Context: an optimization exercise on an open-source flow, tuned for a short achievable clock period and few clock cycles per item. The choices shown serve that exercise and are no tape-out recipe. Power figures rest on the tool's default switching activity, not on a simulated workload.

Design hart, start of the top module:
module hart #(
    parameter RESET_ADDR = 32'h00000000
) (
    input  wire        i_clk,
    input  wire        i_rst,
    output wire [31:0] o_imem_raddr,
    input  wire [31:0] i_imem_rdata,
    output wire [31:0] o_dmem_addr,
    output wire        o_dmem_ren,
    output wire        o_dmem_wen,
    output wire [31:0] o_dmem_wdata,
    output wire [ 3:0] o_dmem_mask,
    input  wire [31:0] i_dmem_rdata,
    output wire        o_retire_valid,
    output wire [31:0] o_retire_inst,
    output wire        o_retire_trap,
    output wire        o_retire_halt,
    output wire [ 4:0] o_retire_rs1_raddr,
    output wire [ 4:0] o_retire_rs2_raddr,
    output wire [31:0] o_retire_rs1_rdata,
    output wire [31:0] o_retire_rs2_rdata,
    output wire [ 4:0] o_retire_rd_waddr,
    output wire [31:0] o_retire_rd_wdata,
    output wire [31:0] o_retire_pc,
    output wire [31:0] o_retire_next_pc
);
Size in the first run: ~8500 cells after synthesis, roughly 2700 flip-flops.
clock: 11.5 ns
lec_check: 0
cap_margin: 20
core_margin: 2
core_utilization: 50
slew_margin: 20
standard.sh (not shown) runs the stock make flow with config.mk's settings and CLKGATE_MAP_FILE= SYNTH_SCRIPT=/design/flow/synth_recipe.tcl, a recipe that flattens the netlist after the stock synthesis.
==> flow/flow/run.sh <==
#!/bin/bash
set -euo pipefail
bash standard.sh SETUP_SLACK_MARGIN=8 finish > standard_flow.log 2>&1
Rerun with:
--- a/flow/design.v
+++ b/flow/design.v
@@ -191,21 +191,29 @@
     always @(*) begin
         case (f3_x[1:0])
             2'b00:   x_mask = 4'b0001 << x_sum[1:0];
             2'b01:   x_mask = x_sum[1] ? 4'b1100 : 4'b0011;
             default: x_mask = 4'b1111;
         endcase
     end
     wire [31:0] x_wdata = (f3_x[1:0] == 2'b00) ? {4{xs[7:0]}} :
                           (f3_x[1:0] == 2'b01) ? {2{xs[15:0]}} : xs;
-    wire        btb_we  = v_x & x_jump;
-    wire        btb_clr = v_x & br_x & ptk_x & !x_taken;
-    wire [3:0]  x_idx   = pc_x[5:2];
+    reg         btb_we, btb_clr;
+    reg  [3:0]  btb_idx;
+    reg  [31:6] btb_wtag;
+    reg  [31:2] btb_wtgt;
+    always @(posedge i_clk) begin
+        btb_we   <= v_x & x_jump;
+        btb_clr  <= v_x & br_x & ptk_x & !x_taken;
+        btb_idx  <= pc_x[5:2];
+        btb_wtag <= pc_x[31:6];
+        btb_wtgt <= x_tgt[31:2];
+    end
     assign o_dmem_addr  = {addr_m, 2'b00};
     assign o_dmem_ren   = ren_m;
     assign o_dmem_wen   = wen_m;
     assign o_dmem_wdata = wdata_m;
     assign o_dmem_mask  = mask_m;
     wire [31:0] m_sh = i_dmem_rdata >> {off_m, 3'b000};
     wire [31:0] m_ld =
         (f3_m[1:0] == 2'b00) ? {{24{~f3_m[2] & m_sh[7]}},  m_sh[7:0]}  :
         (f3_m[1:0] == 2'b01) ? {{16{~f3_m[2] & m_sh[15]}}, m_sh[15:0]} :
@@ -224,27 +232,27 @@
     assign o_retire_rd_wdata  = res_w;
     assign o_retire_pc        = {pc_w, 2'b00};
     assign o_retire_next_pc   = {npc_w, 2'b00};
     integer k;
     always @(posedge i_clk) begin
         if (i_rst) begin
             for (k = 0; k < 16; k = k + 1)
                 btb_v[k] <= 1'b0;
         end else if (btb_we) begin
-            btb_v[x_idx] <= 1'b1;
+            btb_v[btb_idx] <= 1'b1;
         end else if (btb_clr) begin
-            btb_v[x_idx] <= 1'b0;
+            btb_v[btb_idx] <= 1'b0;
         end
     end
     always @(posedge i_clk) begin
         if (btb_we) begin
-            btb_tag[x_idx] <= pc_x[31:6];
-            btb_tgt[x_idx] <= x_tgt[31:2];
+            btb_tag[btb_idx] <= btb_wtag;
+            btb_tgt[btb_idx] <= btb_wtgt;
         end
     end
     always @(posedge i_clk) begin
         if (i_rst)
             pc_f <= RESET_ADDR[31:2];
         else if (x_flush)
             pc_f <= x_npc;
         else if (!stall)
             pc_f <= f_hit ? f_ptgt : pc_f + 30'd1;
The new run went through all stages and came out clean.
Worst hold slack degrades by 0.0063 ns.
Total power goes up by about 0.7%.
Die area rose by about 1.6%.
Global-route usage went down by 1.2 points.
Synthesized area climbs by 1.6%.
Sequential power stays flat.
Worst setup slack improved by 0.024 ns.
Sequential share of layout area rose by 1.4 points.
Non-clock buffer count shrinks by 262.
Routed wire length decreases by about 2.6%.
No functional check of the RTL was part of any run of this note.

==> separate check: timing with driven ports <==
The flow's constraints put no driver on any port. The routed layouts listed below were extracted and timed again, unchanged, in two steps.
Step 1 assumes that a clkbuf_16 drives the clock port and a buf_2 every other input.
Step 2 times the ports against the registers' clock, not the clock port: input delays grow and output delays shrink by t, the midpoint of the rising clock arrivals with the driver on.
a / b / c = no drivers / after step 1 / after step 2; a / b = the first two.
run	shift t [ns]	setup WS [ns]	hold slack, ns	worst setup path at the end	worst slew at a driven data input, ns
the first run	1.054	6.845 / 6.845 / 5.995	0.289 / 0.289 / 0.289	input to register	0.48
the second run	1.058	6.869 / 6.869 / 5.848	0.282 / 0.282 / 0.282	input to register	0.48
After both steps setup and hold are still met in every run listed. The setup slack of the second run, which loses most, moves by 0.000 ns with the drivers and by -1.021 ns with both steps.
